From an optimization exercise on the open Yosys and OpenROAD flow, aimed at small area; shortcuts taken in it are not production practice.
Function was checked by simulation only, so behaviour that the tests miss may differ from the original.
Power and IR drop assume default switching activity.

==> flow/design.v (outline; a module is shown in full before it is edited, if it fits) <==
// module Font_rom: 366 lines
// module SincronizadorVGA: 44 lines
// module ImpresionDatos: 882 lines
// module Interfaz: 161 lines
module Interfaz(
    input wire clk,reset,
    input wire instrucciones,ProgramarCrono,ring,
    input wire inicioSecuencia,
    input wire [7:0] datoRTC,
    input wire [7:0] cursor,
    input wire Escribir,
    output wire  [11:0] rgbO,
    output wire hsync,vsync,
    output wire video_on,
    input wire [7:0] datos0,datos1,datos2,datos3,datos4,datos5,datos6,datos7,datos8,
    datos9,datos10,
    output wire [9:0] pixelx, pixely,
    output wire [17:0] rom_addrGraficos,
    input wire [11:0] datoGraficos
    );
  // ...
==> flow/flow/run.sh <==
#!/bin/bash
# Own layout flow: the standard ORFS flow with three changes that only affect cell area:
#  - synthesis maps the logic with an area-oriented ABC script (flow/abc_area.script) and
#    without the adder extraction pass (ADDER_MAP_FILE empty); registers are untouched;
#  - ports are buffered with sky130_fd_sc_hd__buf_1 instead of the resizer's default choice.
# Each make run writes its full output to its own log file here.
set -euo pipefail
W=$PWD
mkdir -p "$W/scripts_area"
cp -r "$FLOW_HOME/scripts/." "$W/scripts_area/"
cp "$W/flow/abc_area.script" "$W/scripts_area/abc_area.script"
bash standard.sh SCRIPTS_DIR="$W/scripts_area" ABC_AREA=1 ADDER_MAP_FILE= \
  BUFFER_PORTS_ARGS="-buffer_cell sky130_fd_sc_hd__buf_1" synth > "$W/flow_synth.log" 2>&1
bash standard.sh SCRIPTS_DIR="$W/scripts_area" ABC_AREA=1 ADDER_MAP_FILE= \
  BUFFER_PORTS_ARGS="-buffer_cell sky130_fd_sc_hd__buf_1" finish > "$W/flow_finish.log" 2>&1
==> flow/flow/abc_area.script <==
strash
ifraig
scorr
dc2
strash
&get -n
&dch -f
&nf -R 1000
&put
strash
&get -n
&dch -f
&nf -R 1000
&put
strash
&get -n
&dch -f
&nf -R 1000
&put
==> flow/standard.sh <==
#!/bin/bash
# synth_recipe.tcl (not shown) runs the flow's synth.tcl, then flattens the netlist and writes it again
# the make line also repeats each setting of config.mk as NAME=value (left out here)
make -C /OpenROAD-flow-scripts/flow DESIGN_CONFIG=/design/flow/config.mk WORK_HOME=/design/flow/orfs CLKGATE_MAP_FILE= SYNTH_SCRIPT=/design/flow/synth_recipe.tcl "${@:-finish}"
==> flow/config.mk <==
export PLATFORM = sky130hd
export DESIGN_NAME = Interfaz
export DESIGN_NICKNAME = Interfaz
export VERILOG_FILES = /design/flow/design.v
export SDC_FILE = /design/flow/constraint.sdc
export NUM_CORES = 4
export LEC_CHECK = 0
export ABC_AREA = 1
export CAP_MARGIN = 20
export CORE_MARGIN = 2
export CORE_UTILIZATION = 60
export SLEW_MARGIN = 20
export SYNTH_MEMORY_MAX_BITS = 32768
==> flow/constraint.sdc <==
create_clock -name core_clock -period 10.0 [get_ports {clk}]
set_input_delay 2.0000 -clock core_clock [delete_from_list [all_inputs] [get_ports {clk}]]
set_output_delay 2.0000 -clock core_clock [all_outputs]
set_load 0.01 [all_outputs]
==> qor.json, run 1 <==
{
  "globalRouteMet3Util_pct": 18.6,
  "clock_sink_count": 135,
  "ant_nets": 0,
  "timing.final.ws_setup_ns": 1.44,
  "power.share.clock_pct": 52.3,
  "wl_met2_mm": 19.7,
  "run_status": "complete, no violations",
  "synth_compound_gate_area_share_pct": 27.7,
  "detailroute.wirelength.met3_mm": 7.76,
  "wl_per_cell_um": 25.6,
  "cts_setup_buffers": 0,
  "cts.root.buffer_cell": "clkbuf_16",
  "hold_path.class": "register to register",
  "post_synth_instance_area_mm2": 0.0104,
  "worst_r2r_path_depth": 21,
  "worst_slew_margin_rel_pct": 16.9,
  "number_of_flops_mapped_to_enable_cells_by_yosys": 97,
  "initial_cell_density_of_the_core_pct": 60.8,
  "synth_simple_gate_area_share_pct": 31.1,
  "synth.ff_latch_count": 135,
  "asyncSetResetFlopFracSynth_pct": 19.3,
  "overall_routed_net_length_mm": 46.6,
  "critical_path.cell_chain": "nand2_1 -> nor2_1 -> nor2_1 -> a2111oi_0 -> nor2_1 -> clkinv_1 -> or3_1 -> or2_0 -> o22ai_1 -> nor2_1 -> a21oi_1 -> a2111oi_0 -> nand4b_1 -> nand4bb_1 -> or4_1 -> or3_1 -> nand3_1 -> a2111oi_0 -> a21oi_1 -> nor2b_1 -> nand2_1",
  "setup.worst_path.class": "register to register",
  "drt-initial-drc-count": 3290,
  "clkCellAreaFrac_pct": 5.16,
  "cp.depth": 21
}
==> run 2, diff against run 1 <==
==> flow/flow/run.sh (replaced) <==
#!/bin/bash
# Own layout flow: the standard ORFS flow with changes that only affect cell area:
#  - synthesis maps the logic with an area-oriented ABC script (flow/abc_area.script) and
#    without the adder extraction pass (ADDER_MAP_FILE empty); registers are untouched;
#  - ports are buffered with sky130_fd_sc_hd__buf_1 instead of the resizer's default choice;
#  - the clock tree is built from sky130_fd_sc_hd__clkbuf_8 without dummy loads.
# Each make run writes its full output to its own log file here.
set -euo pipefail
W=$PWD
mkdir -p "$W/scripts_area"
cp -r "$FLOW_HOME/scripts/." "$W/scripts_area/"
cp "$W/flow/abc_area.script" "$W/scripts_area/abc_area.script"
ARGS=(SCRIPTS_DIR="$W/scripts_area" ABC_AREA=1 ADDER_MAP_FILE=
  BUFFER_PORTS_ARGS="-buffer_cell sky130_fd_sc_hd__buf_1"
  CTS_ARGS="-sink_clustering_enable -repair_clock_nets -buf_list sky130_fd_sc_hd__clkbuf_8 -root_buf sky130_fd_sc_hd__clkbuf_8 -sink_clustering_size 12 -dont_use_dummy_load")
bash standard.sh "${ARGS[@]}" synth > "$W/flow_synth.log" 2>&1
bash standard.sh "${ARGS[@]}" finish > "$W/flow_finish.log" 2>&1
--- a/flow/config.mk
+++ b/flow/config.mk
@@ -9,5 +9,6 @@
 export CAP_MARGIN = 20
 export CORE_MARGIN = 2
-export CORE_UTILIZATION = 60
+export CORE_UTILIZATION = 50
+export GPL_TIMING_DRIVEN = 0
 export SLEW_MARGIN = 20
 export SYNTH_MEMORY_MAX_BITS = 32768
==> run 2 against run 1 <==
Via count is 5.3% lower. Clock power is 49% lower. Core utilization decreased by 13 points. Area after synthesis did not move. Sequential cell count unchanged. Still clean on timing, DRC and antenna. Synthesized cell count unchanged. Clock-buffer cell count unchanged. Highest routed layer unchanged.
==> qor.json, run 2 <==
{
  "layout_worst_path_cycle_share": {"value": 84.1, "unit": "%", "change": "was 85.6%"},
  "grt_pass1_vias": {"value": 12000, "change": "was 12700"},
  "cts_setup_buffers": {"value": 0, "change": "unchanged"},
  "worstPathArrival": {"value": 8.53, "unit": "ns", "change": "was 8.69 ns"},
  "design.portCount": {"value": 176, "change": "unchanged"},
  "cts_max_path_buffers": {"value": 2, "change": "unchanged"},
  "synthMostInstantiatedCell": {"value": "nand2_1", "change": "unchanged"},
  "yosys-top-cells-count": {"value": "nand2_1 (214), nor2_1 (201), a21oi_1 (135), o21ai_0 (123), edfxtp_1 (97)", "change": "unchanged"},
  "cts.htree.levels": {"value": 4, "change": "unchanged"},
  "cp-startpoint": {"value": "SincronizadorVGA_unit.vcount_reg[1]$_DFFE_PP0P_", "change": "was SincronizadorVGA_unit.vcount_reg[2]$_DFFE_PP0P_"},
  "dp_slack": {"value": 2.02, "unit": "ns", "change": "was 2.45 ns"},
  "grt_use_total": {"value": 40.9, "unit": "%", "change": "was 50.1%"},
  "rsz0062_at_grt": {"value": "false", "change": "unchanged"},
  "run_status": {"value": "complete, no violations", "change": "unchanged"},
  "antenna_violations_before_repair": {"value": 0, "change": "unchanged"},
  "num_vias": {"value": 13100, "change": "was 13800"},
  "drt-initial-drc-count": {"value": 2352, "change": "was 3290"},
  "setup.worst_path.class": {"value": "register to register", "change": "unchanged"},
  "timing.critical_path.fanout_max": {"value": 18, "change": "was 23"},
  "cts-hold-fix-buffers": {"value": 0, "change": "unchanged"},
  "antenna-diode-count": {"value": 0, "change": "unchanged"},
  "synth_largest_area_cell": {"value": "edfxtp_1", "change": "unchanged"},
  "cts_resized": {"value": 0, "change": "unchanged"},
  "chipWidth": {"value": 149, "unit": "um", "change": "was 136 um"},
  "netlist_instances": {"value": 1372, "change": "unchanged"},
  "timing.final.ws_setup": {"value": 1.59, "unit": "ns", "change": "was 1.44 ns"},
  "total_power": {"value": 0.974, "unit": "mW", "change": "was 1.31 mW"},
  "fmax": {"value": 119, "unit": "MHz", "change": "was 117 MHz"},
  "synth_top_cells_by_area": {"value": "edfxtp_1 (28%), nand2_1 (7.7%), nor2_1 (7.2%)", "change": "unchanged"},
  "power-per-cell-area": {"value": 82.7, "unit": "mW/mm2", "change": "was 107 mW/mm2"},
  "place_congestion": {"value": 1.07, "change": "was 1.11"},
  "timing.final.crit_period": {"value": 8.41, "unit": "ns", "change": "was 8.56 ns"},
  "detail_route.first_pass.iterations": {"value": 7, "change": "was 11"},
  "synthesis.yosys.warnings": {"value": 4, "change": "unchanged"},
  "synth_top_area_share": {"value": 27.9, "unit": "%", "change": "unchanged"},
  "nets": {"value": 1686, "change": "was 1703"},
  "post_route_cells_drive_above_1_share": {"value": 2.31, "unit": "%", "change": "was 3.77%"},
  "mapped_avg_cell_area": {"value": 7.61, "unit": "um2", "change": "unchanged"},
  "worst_slew_margin_rel": {"value": 26.4, "unit": "%", "change": "was 16.9%"},
  "layout_commonest_cell": {"value": "nand2_1", "change": "unchanged"},
  "dp_hpwl": {"value": 34.3, "unit": "mm", "change": "was 32.5 mm"},
  "ant_nets": {"value": 0, "change": "unchanged"},
  "synth_flop_cell": {"value": "edfxtp_1", "change": "unchanged"},
  "fill_cells": {"value": 1898, "change": "was 1376"},
  "crit-reg2reg-launch": {"value": "SincronizadorVGA_unit.vcount_reg[1]$_DFFE_PP0P_", "change": "was SincronizadorVGA_unit.vcount_reg[2]$_DFFE_PP0P_"},
  "number_of_flops_mapped_to_enable_cells_by_yosys": {"value": 97, "change": "unchanged"},
  "yosysSeqAreaShare": {"value": 36.4, "unit": "%", "change": "unchanged"},
  "power.ir.vdd_worst": {"value": 0.0992, "unit": "mV", "change": "was 0.195 mV"},
  "regArea": {"value": 0.00381, "unit": "mm2", "change": "about the same"},
  "worst_skew_pair.late_latency": {"value": 0.45, "unit": "ns", "change": "was 0.44 ns"},
  "mostFrequentLayoutCells": {"value": "nand2_1 (214), nor2_1 (198), buf_1 (164), a21oi_1 (135), o21ai_0 (123)", "change": "was nand2_1 (214), nor2_1 (201), buf_1 (164), a21oi_1 (135), o21ai_0 (123)"},
  "rows": {"value": 52, "change": "was 48"},
  "global_route_wire_length_before_repair": {"value": 68.9, "unit": "mm", "change": "was 70.3 mm"},
  "setup_viol_count_final": {"value": 0, "change": "unchanged"},
  "inserted_clock_buffers": {"value": 17, "change": "unchanged"},
  "largest_net_degree_at_the_start_of_global_routing": {"value": 63, "change": "was 90"},
  "cts.clk_slew.worst_paths": {"value": 0.07, "unit": "ns", "change": "about the same"},
  "die_height": {"value": 149, "unit": "um", "change": "was 136 um"},
  "initial_cell_density_of_the_core": {"value": 51.3, "unit": "%", "change": "was 60.8%"},
  "clock_sink_count": {"value": 135, "change": "unchanged"},
  "drc_errors": {"value": 0, "change": "unchanged"},
  "overall_routed_net_length": {"value": 46.4, "unit": "mm", "change": "was 46.6 mm"},
  "cts_tree": {"value": "done", "change": "unchanged"},
  "place.port_buffers": {"value": 164, "change": "unchanged"},
  "placeableCoreArea": {"value": 0.0204, "unit": "mm2", "change": "was 0.0172 mm2"},
  "area_growth": {"value": 12.9, "unit": "%", "change": "was 16.6%"},
  "worst-endpoint-required": {"value": 10.12, "unit": "ns", "change": "was 10.13 ns"},
  "multiInputGateArea": {"value": 0.00656, "unit": "mm2", "change": "was 0.00653 mm2"},
  "cts.root.buffer_cell": {"value": "clkbuf_8", "change": "was clkbuf_16"},
  "synth_cell_types": {"value": 61, "change": "unchanged"},
  "power_leakage": {"value": 3.92, "unit": "nW", "change": "was 4.17 nW"},
  "timing_hold_violations_final": {"value": 0, "change": "unchanged"},
  "dp_area": {"value": 0.0115, "unit": "mm2", "change": "about the same"},
  "mean_number_of_vias_per_cell": {"value": 7.13, "change": "was 7.59"},
  "final.setup_skew": {"value": 0.0281, "unit": "ns", "change": "was 0.0163 ns"},
  "endpoint_kind": {"value": "register", "change": "unchanged"},
  "post_synth_instance_area": {"value": 0.0104, "unit": "mm2", "change": "unchanged"},
  "hold_path.class": {"value": "register to register", "change": "unchanged"},
  "synth.ff_latch_count": {"value": 135, "change": "unchanged"},
  "finalMaxSlewViolations": {"value": 0, "change": "unchanged"},
  "die_area": {"value": 0.0221, "unit": "mm2", "change": "was 0.0185 mm2"},
  "post_layout_inst_area": {"value": 0.0118, "unit": "mm2", "change": "was 0.0122 mm2"},
  "worstSetupStartpointType": {"value": "register", "change": "unchanged"},
  "finalCoreUtilization": {"value": 57.9, "unit": "%", "change": "was 70.9%"},
  "asyncSetResetFlopFracSynth": {"value": 19.3, "unit": "%", "change": "unchanged"},
  "wl_per_cell": {"value": 25.3, "unit": "um", "change": "was 25.6 um"},
  "min-delay-start": {"value": "cargado$_DFFE_PP0P_", "change": "was SincronizadorVGA_unit.mod4_reg[0]$_DFF_PP0_"},
  "globalRoute.totalOverflow": {"value": 0, "change": "unchanged"},
  "cap_viol_max_count": {"value": 0, "change": "unchanged"},
  "slew_of_the_pin_with_the_lowest_slew_margin": {"value": 1.10, "unit": "ns", "change": "was 1.24 ns"},
  "setup_total_neg_slack": {"value": 0, "unit": "ns", "change": "unchanged"}
}
==> run 2: cell counts after synthesis <==
No cell type changed its count.
==> run 2: layer usage <==
layer / GRT usage [%] / routed length (um) / vias to the layer above
li1: - / - / 5616
met1: 50.3 / 16200 / 5935
met2: 66.1 / 20900 / 1208
met3: 9.05 / 5850 / 300
met4: 24.0 / 3420 / 0
met5: 0 / 0 / -
==> run 2: final timing paths <==
path / depth (start not counted) / slack, ns / endpoint
setup / recovery: 21 / 1.59 / code[4]$_SDFFCE_PN0P_
hold / removal: 1 / 0.48 / cargado$_DFFE_PP0P_
setup reg to reg: 21 / 1.59 / code[4]$_SDFFCE_PN0P_
hold reg to reg: 1 / 0.48 / cargado$_DFFE_PP0P_
max in group asynchronous: 2 / 7.90 / SincronizadorVGA_unit.hcount_reg[4]$_DFFE_PP0P_
min in group asynchronous: 2 / 1.61 / SincronizadorVGA_unit.vcount_reg[0]$_DFFE_PP0P_
==> run 2: report_power, final <==
group	internal (mW)	switching, mW	total (mW)
clock	0.150	0.202	0.352
sequential	0.599	0	0.599
combinational	0.0114	0.0124	0.0238
total	0.760	0.214	0.974
==> run 2: cell families (layout without fill, tap and decap cells) <==
group                    after synthesis  in the layout  share of synthesized area (%)
AND/OR/NAND/NOR                      703            703                           31.1
AO/OA/AOI/OAI                        461            461                           27.7
flip-flops                           135            135                           36.4
XOR/XNOR                              39             39                           3.27
buffers and inverters                 29            217                           1.11
adder cells (fa/ha/maj)                4              4                          0.383
other                                  1              2                         0.0359
==> run 2: metrics by stage <==
step	hold slack [ns]	std cells
5_1_grt	0.527	1831
6_report	0.482	1831
3_3_place_gp	0.455	1807
4_1_cts	0.479	1831
3_5_place_dp	0.460	1814
2_1_floorplan	0.435	1373
==> run 2: worst max-delay path, cell delays in order, from the launching register on <==
cell	delay (ns)
dfrtp_1	0.90
nand2_1	0.50
nor2_1	0.45
nor2_1	0.11
a2111oi_0	0.83
nor2_1	0.31
clkinv_1	0.12
or3_1	0.25
or2_0	0.29
o22ai_1	0.37
nor2_1	0.77
a21oi_1	0.10
a2111oi_0	0.58
nand4b_1	0.26
nand4bb_1	0.24
or4_1	0.55
or3_1	0.40
nand3_1	0.10
a2111oi_0	0.07
a21oi_1	0.24
nor2b_1	0.29
nand2_1	0.31
==> run 2: final cells by class <==
cell class / instances / area share, %
buffer: 2 / 0.127
clock buffer: 17 / 1.99
inverter: 27 / 0.860
multi-input combinational: 1209 / 55.6
sequential: 135 / 32.3
tap: 270 / 2.87
timing repair buffer: 171 / 6.23
==> run 3, diff against run 2 <==
--- a/flow/flow/run.sh
+++ b/flow/flow/run.sh
@@ -13,5 +13,5 @@
 ARGS=(SCRIPTS_DIR="$W/scripts_area" ABC_AREA=1 ADDER_MAP_FILE=
   BUFFER_PORTS_ARGS="-buffer_cell sky130_fd_sc_hd__buf_1"
-  CTS_ARGS="-sink_clustering_enable -repair_clock_nets -buf_list sky130_fd_sc_hd__clkbuf_8 -root_buf sky130_fd_sc_hd__clkbuf_8 -sink_clustering_size 12 -dont_use_dummy_load")
+  CTS_ARGS="-sink_clustering_enable -repair_clock_nets -buf_list sky130_fd_sc_hd__clkbuf_8 -root_buf sky130_fd_sc_hd__clkbuf_8 -sink_clustering_size 14 -dont_use_dummy_load")
 bash standard.sh "${ARGS[@]}" synth > "$W/flow_synth.log" 2>&1
 bash standard.sh "${ARGS[@]}" finish > "$W/flow_finish.log" 2>&1
--- a/flow/flow/abc_area.script
+++ b/flow/flow/abc_area.script
@@ -18,2 +18,12 @@
 &nf -R 1000
 &put
+strash
+&get -n
+&dch -f
+&nf -R 1000
+&put
+strash
+&get -n
+&dch -f
+&nf -R 1000
+&put
--- a/flow/config.mk
+++ b/flow/config.mk
@@ -7,8 +7,8 @@
 export LEC_CHECK = 0
 export ABC_AREA = 1
-export CAP_MARGIN = 20
+export CAP_MARGIN = 10
 export CORE_MARGIN = 2
 export CORE_UTILIZATION = 50
 export GPL_TIMING_DRIVEN = 0
-export SLEW_MARGIN = 20
+export SLEW_MARGIN = 10
 export SYNTH_MEMORY_MAX_BITS = 32768
==> run 3 against run 2 <==
Clock skew is 0.0091 ns higher. Clock-buffer cell count stayed put. Global-route usage is 0.19 points higher. Critical endpoint is now code[2]$_SDFFCE_PN0P_. Register-to-register slack better by 0.51 ns. Die area is 0.15% lower. Via count is 0.52% lower. Highest routed layer is now met5. Sequential cell count stayed put. Largest power group unchanged. Still clean on timing, DRC and antenna. Final cell count is 1.4% lower. First-iteration DRC count is 4.8% lower. Wire length is 0.23% lower. Clock power hardly changed.
==> qor.json, run 3 <==
{
  "cts_setup_buffers": {"value": 0, "change": "unchanged"},
  "fmax": {"value": 127, "unit": "MHz", "change": "was 119 MHz"},
  "finalMaxSlewViolations": {"value": 0, "change": "unchanged"},
  "sequentialPowerShare": {"value": 61.2, "unit": "%", "change": "was 61.4%"},
  "place_congestion": {"value": 1.09, "change": "was 1.07"},
  "yosys.area_share.adder": {"value": 0.288, "unit": "%", "change": "was 0.383%"},
  "power.net_switching": {"value": 0.218, "unit": "mW", "change": "was 0.214 mW"},
  "yosys-top-cells-count": {"value": "nand2_1 (211), nor2_1 (175), a21oi_1 (139), o21ai_0 (106), edfxtp_1 (97)", "change": "was nand2_1 (214), nor2_1 (201), a21oi_1 (135), o21ai_0 (123), edfxtp_1 (97)"},
  "synthMostInstantiatedCell": {"value": "nand2_1", "change": "unchanged"},
  "cts_resized": {"value": 0, "change": "unchanged"},
  "synthesis.yosys.warnings": {"value": 4, "change": "unchanged"},
  "place.port_buffers": {"value": 164, "change": "unchanged"},
  "inserted_clock_buffers": {"value": 17, "change": "unchanged"},
  "nets": {"value": 1658, "change": "was 1686"},
  "largest_net_degree_at_the_start_of_global_routing": {"value": 51, "change": "was 63"},
  "asyncSetResetFlopFracSynth": {"value": 19.3, "unit": "%", "change": "unchanged"},
  "detail_route.first_pass.iterations": {"value": 9, "change": "was 7"},
  "global_route_wire_length_before_repair": {"value": 69.3, "unit": "mm", "change": "was 68.9 mm"},
  "endpoint_kind": {"value": "register", "change": "unchanged"},
  "final.hold.worst_slack": {"value": 0.476, "unit": "ns", "change": "was 0.482 ns"},
  "setup.worst_path.class": {"value": "register to register", "change": "unchanged"},
  "cts.clk_slew.worst_paths": {"value": 0.07, "unit": "ns", "change": "about the same"},
  "cts.root.buffer_cell": {"value": "clkbuf_8", "change": "unchanged"},
  "cts.htree.levels": {"value": 4, "change": "unchanged"},
  "switching_share": {"value": 22.3, "unit": "%", "change": "was 22.0%"},
  "post_synthesis_xor_xnor_area_fraction": {"value": 2.94, "unit": "%", "change": "was 3.27%"},
  "final.setup_skew": {"value": 0.0373, "unit": "ns", "change": "was 0.0281 ns"},
  "ant_nets": {"value": 0, "change": "unchanged"},
  "worst_slew_margin_rel": {"value": 11.9, "unit": "%", "change": "was 26.4%"},
  "timing.final.crit_period": {"value": 7.89, "unit": "ns", "change": "was 8.41 ns"},
  "synth_cell_types": {"value": 64, "change": "was 61"},
  "globalRoute.totalOverflow": {"value": 0, "change": "unchanged"},
  "synth_top_family_by_area": {"value": "simple AND/OR/NAND/NOR gates", "change": "unchanged"},
  "cts_max_path_buffers": {"value": 2, "change": "unchanged"},
  "synth_top_area_share": {"value": 27.9, "unit": "%", "change": "about the same"},
  "grt_use_total": {"value": 41.0, "unit": "%", "change": "was 40.9%"},
  "grt_pass1_vias": {"value": 11900, "change": "was 12000"},
  "synth_flop_cell": {"value": "edfxtp_1", "change": "unchanged"},
  "slew_of_the_pin_with_the_lowest_slew_margin": {"value": 1.32, "unit": "ns", "change": "was 1.10 ns"},
  "initial_cell_density_of_the_core": {"value": 51.2, "unit": "%", "change": "was 51.3%"},
  "power-per-cell-area": {"value": 83.1, "unit": "mW/mm2", "change": "was 82.7 mW/mm2"},
  "power_leakage": {"value": 3.80, "unit": "nW", "change": "was 3.92 nW"},
  "num_vias": {"value": 13000, "change": "was 13100"},
  "layout_worst_path_cycle_share": {"value": 78.9, "unit": "%", "change": "was 84.1%"},
  "post_route_cells_drive_above_1_share": {"value": 1.76, "unit": "%", "change": "was 2.31%"},
  "overall_routed_net_length": {"value": 46.3, "unit": "mm", "change": "was 46.4 mm"},
  "setup_viol_count_final": {"value": 0, "change": "unchanged"},
  "mapped_avg_cell_area": {"value": 7.75, "unit": "um2", "change": "was 7.61 um2"},
  "cts-hold-fix-buffers": {"value": 0, "change": "unchanged"},
  "power.ir.vdd_worst": {"value": 0.0955, "unit": "mV", "change": "was 0.0992 mV"},
  "power.share.clock": {"value": 36.2, "unit": "%", "change": "was 36.1%"},
  "setup_total_neg_slack": {"value": 0, "unit": "ns", "change": "unchanged"},
  "clock_sink_count": {"value": 135, "change": "unchanged"},
  "cell_depth_of_the_worst_min_delay_path": {"value": 1, "change": "unchanged"},
  "synth_simple_gate_area_share": {"value": 30.2, "unit": "%", "change": "was 31.1%"},
  "final_cell_count_no_fill": {"value": 1805, "change": "was 1831"},
  "wl_per_cell": {"value": 25.6, "unit": "um", "change": "was 25.3 um"},
  "synth_top_cells_by_area": {"value": "edfxtp_1 (28%), nand2_1 (7.6%), a21oi_1 (6.7%)", "change": "was edfxtp_1 (28%), nand2_1 (7.7%), nor2_1 (7.2%)"},
  "worstSetupStartpointType": {"value": "register", "change": "unchanged"},
  "pwr-share-comb": {"value": 2.5, "unit": "%", "change": "was 2.4%"},
  "yosysSeqAreaShare": {"value": 36.5, "unit": "%", "change": "was 36.4%"},
  "drc_errors": {"value": 0, "change": "unchanged"},
  "worstPathArrival": {"value": 8.18, "unit": "ns", "change": "was 8.53 ns"},
  "placeableCoreArea": {"value": 0.0204, "unit": "mm2", "change": "unchanged"},
  "synth_largest_area_cell": {"value": "edfxtp_1", "change": "unchanged"},
  "int_pwr": {"value": 0.760, "unit": "mW", "change": "about the same"},
  "mean_number_of_vias_per_cell": {"value": 7.20, "change": "was 7.13"},
  "design.portCount": {"value": 176, "change": "unchanged"},
  "cts_tree": {"value": "done", "change": "unchanged"},
  "die_height": {"value": 148, "unit": "um", "change": "was 149 um"},
  "post_synth_instance_area": {"value": 0.0104, "unit": "mm2", "change": "about the same"},
  "die_area": {"value": 0.0220, "unit": "mm2", "change": "was 0.0221 mm2"},
  "synth.ff_latch_count": {"value": 135, "change": "unchanged"},
  "antenna_violations_before_repair": {"value": 2, "change": "was 0"},
  "synth_compound_gate_area_share": {"value": 28.6, "unit": "%", "change": "was 27.7%"},
  "worst-endpoint-required": {"value": 10.29, "unit": "ns", "change": "was 10.12 ns"},
  "area_growth": {"value": 12.8, "unit": "%", "change": "was 12.9%"},
  "rsz0062_at_grt": {"value": "false", "change": "unchanged"},
  "run_status": {"value": "complete, no violations", "change": "unchanged"},
  "number_of_flops_mapped_to_enable_cells_by_yosys": {"value": 97, "change": "unchanged"},
  "layout_commonest_cell": {"value": "nand2_1", "change": "unchanged"},
  "timing_hold_violations_final": {"value": 0, "change": "unchanged"},
  "drt-initial-drc-count": {"value": 2240, "change": "was 2352"},
  "cap_viol_max_count": {"value": 0, "change": "unchanged"},
  "chipWidth": {"value": 148, "unit": "um", "change": "was 149 um"},
  "placed_cells_incl_taps": {"value": 1786, "change": "was 1814"},
  "worst_skew_pair.late_latency": {"value": 0.45, "unit": "ns", "change": "about the same"},
  "mostFrequentLayoutCells": {"value": "nand2_1 (211), nor2_1 (174), buf_1 (165), a21oi_1 (139), o21ai_0 (106)", "change": "was nand2_1 (214), nor2_1 (198), buf_1 (164), a21oi_1 (135), o21ai_0 (123)"},
  "dp_hpwl": {"value": 34.5, "unit": "mm", "change": "was 34.3 mm"},
  "worst_r2r_path_depth": {"value": 19, "change": "was 21"},
  "netlist_instances": {"value": 1345, "change": "was 1372"},
  "rows": {"value": 52, "change": "unchanged"},
  "post_synth_mux_area_share": {"value": 0.312, "unit": "%", "change": "was 0%"},
  "timing.critical_path.fanout_max": {"value": 38, "change": "was 18"},
  "hold_path.class": {"value": "register to register", "change": "unchanged"}
}
==> run 3: cell types whose count changed after synthesis, moves of 6 or more <==
cell	change
nor2_1	-26
o21ai_0	-17
nand3_1	-12
nor2b_1	+12
nor3_1	-12
a211oi_1	+11
a22oi_1	+7
a22o_1	-6
nand2b_1	+6
nand4_1	+6
==> run 3: stage by stage <==
stage	util [%]	power, mW	setup WS (ns)	area, um2
after floorplan	-	0.615	3.67	10400
after global placement	55.9	0.634	1.77	11400
after detailed placement	56.5	0.635	2.30	11500
after CTS	57.7	0.979	2.28	11700
after global routing	57.7	1.00	1.94	11800
final	57.7	0.978	2.11	11800
==> run 3: path summary, 6_finish.rpt <==
kind	slack [ns]	end	start
setup / recovery	2.11	code[2]$_SDFFCE_PN0P_	SincronizadorVGA_unit.vcount_reg[3]$_DFFE_PP0P_
hold / removal	0.48	SincronizadorVGA_unit.mod4_reg[1]$_DFF_PP0_	SincronizadorVGA_unit.mod4_reg[1]$_DFF_PP0_
setup reg to reg	2.11	code[2]$_SDFFCE_PN0P_	SincronizadorVGA_unit.vcount_reg[3]$_DFFE_PP0P_
hold reg to reg	0.48	SincronizadorVGA_unit.mod4_reg[1]$_DFF_PP0_	SincronizadorVGA_unit.mod4_reg[1]$_DFF_PP0_
max in group asynchronous	7.82	SincronizadorVGA_unit.vcount_reg[8]$_DFFE_PP0P_	reset
min in group asynchronous	1.66	SincronizadorVGA_unit.vcount_reg[4]$_DFFE_PP0P_	reset
==> run 3: worst max-delay path, stage by stage (launching register included) <==
cell and delay (ns):
dfrtp_1 0.87, nor2_1 0.93, a21oi_1 0.31, nor2b_1 0.21, o22ai_1 0.21, o31ai_1 0.16, nor3_1 0.42, nor2_1 0.14
and2_0 0.28, a21oi_1 0.92, nor2_1 0.18, a311o_1 0.35, nor4_1 0.53, nand4_1 0.43, a31oi_1 0.54, nor4b_2 0.69
a222oi_1 0.20, nand3_1 0.14, a21oi_1 0.06, o22ai_1 0.15
==> run 3: layout make-up <==
type	instances	area [um2]
inverter	27	101
fill	1937	8610
tap	270	338
multi-input combinational	1182	6520
clock buffer	17	234
sequential	135	3810
timing repair buffer	170	737
antenna	2	5.00
buffer	2	15.0
==> run 3: cell families (layout without fill, tap and decap cells) <==
| logic type | count (synthesis) | in the layout |
|---|---|---|
| AOI/OAI and AO/OA | 467 | 467 |
| xor gates and xnor gates | 35 | 35 |
| adders and majority gates | 3 | 3 |
| buffers and inverters | 29 | 216 |
| DFF | 135 | 135 |
| muxes | 3 | 3 |
| other | 1 | 4 |
| and+or+nand+nor | 672 | 672 |
==> run 3: metal layers <==
layer / vias to the layer above / global-route usage [%] / share of wire [%]
met5: - / 0 / 0.028
met4: 2 / 15.9 / 4.2
li1: 5584 / - / -
met1: 5957 / 56.3 / 38
met3: 201 / 14.0 / 16
met2: 1247 / 59.9 / 42
==> run 3: power groups by stage <==
stage,combinational (mW),sequential (mW),clock [mW]
after global placement,0.0229,0.611,0
after CTS,0.0241,0.599,0.356
after detailed placement,0.0242,0.611,0
after floorplan,0.00409,0.611,0
after global routing,0.0270,0.598,0.376
final,0.0247,0.599,0.354

[re-timing with driven ports]
The results above use ideal ports. As a check the final layouts listed here were re-extracted and re-timed, cells and wires unchanged. Step 1: set_driving_cell puts a clkbuf_16 on clk and a buf_2 on each other input, an assumption about the parent block. Step 2 adds t to the input delays and takes it off the output delays; t is the mean of the earliest and latest rising clock arrival at the registers after step 1. Input paths then give back, and output paths get back, about the clock's delay inside the block. Slacks: no drivers / after step 1 / after step 2; pairs: no drivers / after step 1.
| run | t, ns | slack for setup (ns) | clock arrival spread, ns | slew at the worst register clock pin (ns) | pins driven straight from the clock port |
|---|---|---|---|---|---|
| run 1 | 0.482 | 1.441 / 1.441 / 1.441 | 0.019 / 0.020 | 0.07 / 0.07 | 1 |
| run 2 | 0.490 | 1.594 / 1.594 / 1.594 | 0.044 / 0.044 | 0.10 / 0.10 | 1 |
| run 3 | 0.477 | 2.107 / 2.107 / 2.107 | 0.038 / 0.037 | 0.09 / 0.09 | 1 |
After both steps every run listed still meets setup and hold.
